Source: an optimization exercise on an open RTL-to-GDS flow (aim: small area and a short achievable clock period). Production flows keep margins and buffers that such runs may drop.
At most, simulation tests tie the RTL to the original design; equivalence was not proved.
The clock port is modelled as an ideal driver, which makes a skipped or thinned clock tree look cheaper than it is; a real chip needs a root buffer or a tree.
Power and IR drop assume default switching activity.

Design M216A_TopModule, start of the top module:
module M216A_TopModule(
    input           clk_i,
    input           rst_i,
    input  [4 : 0]  width_i,
    input  [4 : 0]  height_i,
    output [7 : 0]  index_x_o,
    output [7 : 0]  index_y_o,
    output [3 : 0]  strike_o
);
    reg  [3:0] ph;             
    reg  [1:0] warm;           
    reg        clr;            
    reg        live_q;         
    reg  [9:0] k_q;            
    reg  [3:0] wm1_q;          
    reg  [6:0] a_q, b_q, c_q;
    reg  [6:0] mn_q;
    reg  [6:0] sum_q;          
    reg        we_q;           
    reg        strike_q;
    reg  [7:0] id_q;           
    reg  [6:0] x_q;
    reg  [6:0] y_q;
    reg        s_q;
    reg  [3:0] cnt_q;
    wire [6:0] occ [1:13];
    wire nrst   = ~rst_i;
    wire ph0    = ph[0];
    wire live_d = nrst & ph[3] & warm[1];
    wire [3:0] hi = height_i[3:0];
    wire [9:0] k_d;
    assign k_d[0] = (hi == 4'd4);
    assign k_d[1] = (hi == 4'd5);
    assign k_d[2] = (hi == 4'd6);
    assign k_d[3] = (hi == 4'd7);
    assign k_d[4] = (hi == 4'd8);
    assign k_d[5] = (hi == 4'd9);
    assign k_d[6] = (hi == 4'd10);
    assign k_d[7] = (hi == 4'd11);
    assign k_d[8] = (hi == 4'd12);
    assign k_d[9] = ~|k_d[8:0];
    wire k4  = k_q[0];
    wire k5  = k_q[1];
    wire k6  = k_q[2];
    wire k7  = k_q[3];
    wire k8  = k_q[4];
    wire k9  = k_q[5];
    wire k10 = k_q[6];
    wire k11 = k_q[7];
    wire k12 = k_q[8];
    wire k13 = k_q[9];
    wire [12:0] sel0 = {k13, 1'b0, 1'b0, k4, k12, k5, k11, k6, k10, k7, k9, 1'b0, k8};
    wire [12:0] sel1 = {1'b0, k13, 1'b0, 1'b0, k11, k4, k10, k5, k9, k6, 1'b0, k8, k7};
    wire [12:0] sel2 = {1'b0, 1'b0, k13, 1'b0, 1'b0, 1'b0, 1'b0, 1'b0, 1'b0, 1'b0, k8, k7, 1'b0};
    wire has1 = ~k12;
    wire has2 = k7 | k8 | k13;
    wire [7:0] id0 = ({8{k4}} & 8'h42) | ({8{k5}} & 8'h28) | ({8{k6}} & 8'h22) |
                     ({8{k7}} & 8'h18)  | ({8{k8}} & 8'h11) | ({8{k9}} & 8'h14) |
                     ({8{k10}} & 8'h21)  | ({8{k11}} & 8'h24) | ({8{k12}} & 8'h41) |
                     ({8{k13}} & 8'h81);
    wire [7:0] id1 = ({8{k4}} & 8'h28)  | ({8{k5}} & 8'h22) | ({8{k6}} & 8'h18) |
                     ({8{k7}} & 8'h11)  | ({8{k8}} & 8'h12) | ({8{k9}} & 8'h21) |
  ...
==> flow/config.mk <==
export PLATFORM = sky130hd
export DESIGN_NAME = M216A_TopModule
export DESIGN_NICKNAME = M216A_TopModule
export VERILOG_FILES = /design/flow/design.v
export SDC_FILE = /design/flow/constraint.sdc
export NUM_CORES = 4
export LEC_CHECK = 0
export ABC_AREA = 1
export CAP_MARGIN = 20
export CORE_MARGIN = 2
export CORE_UTILIZATION = 40
export CTS_BUF_LIST = sky130_fd_sc_hd__clkbuf_4 sky130_fd_sc_hd__clkbuf_8
export CTS_CLUSTER_SIZE = 30
export SETUP_SLACK_MARGIN = 1.7
export SLEW_MARGIN = 20
export TNS_END_PERCENT = 0
==> flow/constraint.sdc <==
create_clock -name core_clock -period 3.3 [get_ports {clk_i}]
set_input_delay 0.6600 -clock core_clock [delete_from_list [all_inputs] [get_ports {clk_i}]]
set_output_delay 0.6600 -clock core_clock [all_outputs]
set_load 0.01 [all_outputs]
standard.sh (not shown) runs the stock make flow with config.mk's settings and CLKGATE_MAP_FILE= SYNTH_SCRIPT=/design/flow/synth_recipe.tcl, a recipe that flattens the netlist after the stock synthesis.
==> flow/flow/run.sh <==
#!/bin/bash
# Standard ORFS layout with these changes: sizing may change a cell's footprint,
# the port buffers are buf_2 cells, and the clock tree is the two-level tree
# that flow/cts_tree.tcl builds (see there).
set -euo pipefail
bash standard.sh synth > synth.log 2>&1
bash standard.sh MATCH_CELL_FOOTPRINT=0 \
  "BUFFER_PORTS_ARGS=-buffer_cell sky130_fd_sc_hd__buf_2" \
  "PRE_CTS_TCL=$PWD/flow/cts_tree.tcl" \
  finish > layout.log 2>&1
Other scripts of this flow, unchanged in this note and not shown: flow/flow/cts_tree.tcl
Change:
--- a/flow/flow/run.sh
+++ b/flow/flow/run.sh
@@ -4 +4,2 @@
-# that flow/cts_tree.tcl builds (see there).
+# that flow/cts_tree.tcl builds (see there); flow/post_cts.tcl adds a
+# resize-only timing repair after CTS.
@@ -9 +10 @@
-  "PRE_CTS_TCL=$PWD/flow/cts_tree.tcl" \
+  "PRE_CTS_TCL=$PWD/flow/cts_tree.tcl" "POST_CTS_TCL=$PWD/flow/post_cts.tcl" \
==> flow/flow/post_cts.tcl (new file) <==
# Hook run at the end of ORFS's cts.tcl (POST_CTS_TCL): a second setup
# repair that only resizes cells (and swaps pins), over every endpoint below
# the setup slack margin, then legalises the placement again.
log_cmd repair_timing -setup -setup_margin $::env(SETUP_SLACK_MARGIN) -repair_tns 100 \
  -sequence "sizeup,swap" -skip_last_gasp -verbose
detailed_placement
check_placement -verbose
--- a/flow/config.mk
+++ b/flow/config.mk
@@ -11 +11 @@
-export CORE_UTILIZATION = 40
+export CORE_UTILIZATION = 55
Effect: Total power barely changes; setup slack gains 0.073 ns; sequential share of layout area rises by 0.18 points; core utilization went up by 16 points; register-to-register slack gets better by 0.07 ns; sequential power is about the same; first-iteration DRC count goes up by about a fifth; routed wire length went up by a few percent.
Change:
--- a/flow/flow/run.sh
+++ b/flow/flow/run.sh
@@ -4,2 +4 @@
-# that flow/cts_tree.tcl builds (see there); flow/post_cts.tcl adds a
-# resize-only timing repair after CTS.
+# that flow/cts_tree.tcl builds (see there).
@@ -10 +9 @@
-  "PRE_CTS_TCL=$PWD/flow/cts_tree.tcl" "POST_CTS_TCL=$PWD/flow/post_cts.tcl" \
+  "PRE_CTS_TCL=$PWD/flow/cts_tree.tcl" \
removed: flow/flow/post_cts.tcl
Power stays flat.
Hold slack barely changes.
Maximum frequency goes up by 0.33%.
No functional check of the RTL was part of any run of this note. No run of this note takes its clock network from TritonCTS; it comes from the design's own scripts or RTL.

---

run 1:
M216A_TopModule, a different RTL version from the one above (not shown whole).
Size: roughly 760 cells after synthesis, roughly 170 flip-flops, ~32 I/O pins.
clock: 3.3 ns
lec_check: 0
abc_area: 1
cap_margin: 20
core_margin: 2
core_utilization: 55
cts_buf_list: sky130_fd_sc_hd__clkbuf_4 sky130_fd_sc_hd__clkbuf_8
cts_cluster_size: 30
setup_slack_margin: 1.7
slew_margin: 20
tns_end_percent: 0
==> flow/flow/run.sh <==
#!/bin/bash
# Standard ORFS layout with these changes: sizing may change a cell's footprint,
# the port buffers are buf_2 cells, and the clock tree is the two-level tree
# that flow/cts_tree.tcl builds (see there); flow/post_cts.tcl adds a
# resize-only timing repair after CTS.
set -euo pipefail
bash standard.sh synth > synth.log 2>&1
bash standard.sh MATCH_CELL_FOOTPRINT=0 \
  "BUFFER_PORTS_ARGS=-buffer_cell sky130_fd_sc_hd__buf_2" \
  "PRE_CTS_TCL=$PWD/flow/cts_tree.tcl" "POST_CTS_TCL=$PWD/flow/post_cts.tcl" \
  finish > layout.log 2>&1
==> flow/flow/post_cts.tcl <==
# Hook run at the end of ORFS's cts.tcl (POST_CTS_TCL): a second setup
# repair that only resizes cells (and swaps pins), over every endpoint below
# the setup slack margin, then legalises the placement again.
log_cmd repair_timing -setup -setup_margin $::env(SETUP_SLACK_MARGIN) -repair_tns 100 \
  -sequence "sizeup,swap" -skip_last_gasp -verbose
detailed_placement
check_placement -verbose
Other scripts of this flow, unchanged in this note and not shown: flow/flow/cts_tree.tcl
Relative to run 1, the following input files were edited for run 2:
==> flow/flow/run.sh <==
#!/bin/bash
# Standard ORFS layout with these changes: sizing may change a cell's footprint,
# the port buffers are buf_2 cells, and the clock tree is the two-level tree
# that flow/cts_tree.tcl builds (see there).
set -euo pipefail
bash standard.sh synth > synth.log 2>&1
bash standard.sh MATCH_CELL_FOOTPRINT=0 \
  "BUFFER_PORTS_ARGS=-buffer_cell sky130_fd_sc_hd__buf_2" \
  "PRE_CTS_TCL=$PWD/flow/cts_tree.tcl" \
  finish > layout.log 2>&1
--- a/flow/config.mk
+++ b/flow/config.mk
@@ -9,5 +9,5 @@
 export CAP_MARGIN = 20
 export CORE_MARGIN = 2
-export CORE_UTILIZATION = 55
+export CORE_UTILIZATION = 70
 export CTS_BUF_LIST = sky130_fd_sc_hd__clkbuf_4 sky130_fd_sc_hd__clkbuf_8
 export CTS_CLUSTER_SIZE = 30
removed: flow/flow/post_cts.tcl
Results
- Going from run 1 to run 2, wire length grew slightly.
- In run 2 relative to run 1, weighted congestion at the end of routability-driven global placement had gone up by a few percent.
- Going from run 1 to run 2, sequential share of layout area up 0.42 points; met2 wire length up about 8%; global-route met2 utilization up 12 points; part of the cycle the worst path needs up 2.5 points.
- Run 2 reached the end of the flow, and the finished layout is clean on the timing, design-rule and antenna checks.
- Capturing instance or port of the critical path = strip[3].v[1]: run 2; capturing instance or port of the critical path = mn_q[2]: run 1
The inputs of run 3 differ from those of run 2 as listed below.
--- a/flow/config.mk
+++ b/flow/config.mk
@@ -9,5 +9,5 @@
 export CAP_MARGIN = 20
 export CORE_MARGIN = 2
-export CORE_UTILIZATION = 70
+export CORE_UTILIZATION = 50
 export CTS_BUF_LIST = sky130_fd_sc_hd__clkbuf_4 sky130_fd_sc_hd__clkbuf_8
 export CTS_CLUSTER_SIZE = 30
### Flow results
- Run 3 went all the way through synthesis, placement and routing and the layout is clean on timing, DRC and antenna.
- Summary: with run 2 as the reference, global placer's final weighted congestion in run 3 moved down slightly.
- Run 3 ended up with strip[10].v[1] as its end point of the critical path; run 2 ended up with strip[3].v[1].
- Run 2 → run 3: data required time at the worst endpoint saw an increase; via count of the first global-routing pass saw a decrease.
- Critical path's slowest cell = sky130_fd_sc_hd__nor2_1: run 2; critical path's slowest cell = sky130_fd_sc_hd__dfxtp_1: run 3
- Run 3 vs run 2 — combinational fraction of design power dropped 0.2 points.
Input changes introduced in run 4 (baseline for comparison: run 3):
--- a/flow/config.mk
+++ b/flow/config.mk
@@ -9,8 +9,8 @@
 export CAP_MARGIN = 20
 export CORE_MARGIN = 2
-export CORE_UTILIZATION = 50
+export CORE_UTILIZATION = 55
 export CTS_BUF_LIST = sky130_fd_sc_hd__clkbuf_4 sky130_fd_sc_hd__clkbuf_8
 export CTS_CLUSTER_SIZE = 30
-export SETUP_SLACK_MARGIN = 1.7
+export SETUP_SLACK_MARGIN = 1.8
 export SLEW_MARGIN = 20
 export TNS_END_PERCENT = 0
Notes after the runs:
- Run 4 vs run 3 — floorplan row count dropped about 4.7%.
- Run 3 and run 4 ended up with nearly the same fraction of area in multi-input gates.
- On timing-limited maximum frequency: run 4 sits above run 3.
- Between run 4 and run 3, the area overhead of the layout relative to synthesis figures differ only marginally.
- Run 4 vs run 3, routed wire length went down by about 0.9%.
For run 5, these inputs were changed with respect to run 4:
--- a/flow/config.mk
+++ b/flow/config.mk
@@ -12,5 +12,5 @@
 export CTS_BUF_LIST = sky130_fd_sc_hd__clkbuf_4 sky130_fd_sc_hd__clkbuf_8
 export CTS_CLUSTER_SIZE = 30
-export SETUP_SLACK_MARGIN = 1.8
+export SETUP_SLACK_MARGIN = 1.7
 export SLEW_MARGIN = 20
 export TNS_END_PERCENT = 0
[summary]
The fraction of power consumed by the clock network was comparable across run 5 and run 4. The final worst setup slack of run 5 and that of run 4 are within noise of each other. Final worst-path cycle share: run 5 vs run 4, no meaningful difference. Between run 5 and run 4, the maximum ir drop on the vdd rail figures differ only marginally. Compared with run 4, in run 5 number of max-slew violations in the final report barely changed; total via count in the routed design dropped 43.
Modified inputs, run 6 compared to run 5
--- a/flow/config.mk
+++ b/flow/config.mk
@@ -9,5 +9,5 @@
 export CAP_MARGIN = 20
 export CORE_MARGIN = 2
-export CORE_UTILIZATION = 55
+export CORE_UTILIZATION = 40
 export CTS_BUF_LIST = sky130_fd_sc_hd__clkbuf_4 sky130_fd_sc_hd__clkbuf_8
 export CTS_CLUSTER_SIZE = 30
Run 6 against run 5: total power consumption of the routed design rose by 0.42%; last weighted congestion value of the routability-driven placer went down about 2%. Run 5 vs run 6, critical path capture point: mn_q[2] vs strip[4].v[3]. Taking run 5 as the reference, in run 6 fraction of standard cell area that is sequential down 0.41 points; fmax -2.8%. Delta (run 6 minus run 5): final critical-path required period saw an increase; via count went up by about 0.5%; effective utilization at floorplan lower; number of gates resized after cts -4. Taking run 5 as the reference, in run 6 post-layout utilization of the core moved down; total area of multi-input combinational cells has increased.
No run of this note takes its clock network from TritonCTS; it comes from the design's own scripts or RTL.

-- what the ideal ports hide --
The results above use ideal ports. As a check the final layouts listed here were re-extracted and re-timed, cells and wires unchanged. Step 1 assumes that a clkbuf_16 drives the clock port and a buf_2 every other input. Step 2, shift: input delay + t, output delay - t, t = (earliest + latest rising clock arrival at the registers) / 2. This alone moves slack from input paths to output paths. Slacks: ideal / step 1 / step 2; pairs: ideal / step 1.
run | shift t [ns] | slack for setup (ns) | latest minus earliest clock arrival (ns) | worst data-port slew with drivers (ns)
the first run of note 1 | 0.363 | 1.544 / 1.544 / 1.497 | 0.011 / 0.011 | 0.03
the second run of note 1 | 0.359 | 1.616 / 1.616 / 1.388 | 0.016 / 0.016 | 0.03
the third run of note 1 | 0.355 | 1.622 / 1.622 / 1.395 | 0.017 / 0.017 | 0.03
run 1 | 0.361 | 1.700 / 1.700 / 1.400 | 0.016 / 0.016 | 0.03
run 2 | 0.359 | 1.618 / 1.618 / 1.396 | 0.009 / 0.010 | 0.03
run 3 | 0.362 | 1.591 / 1.591 / 1.484 | 0.014 / 0.014 | 0.03
run 4 | 0.362 | 1.712 / 1.712 / 1.409 | 0.016 / 0.016 | 0.03
run 5 | 0.362 | 1.714 / 1.714 / 1.425 | 0.013 / 0.014 | 0.03
run 6 | 0.369 | 1.668 / 1.668 / 1.480 | 0.009 / 0.009 | 0.03
After both steps setup and hold are still met in every run listed. For run 4, which loses most, drivers alone change the setup slack by 0.000 ns; drivers and shift together by -0.303 ns.
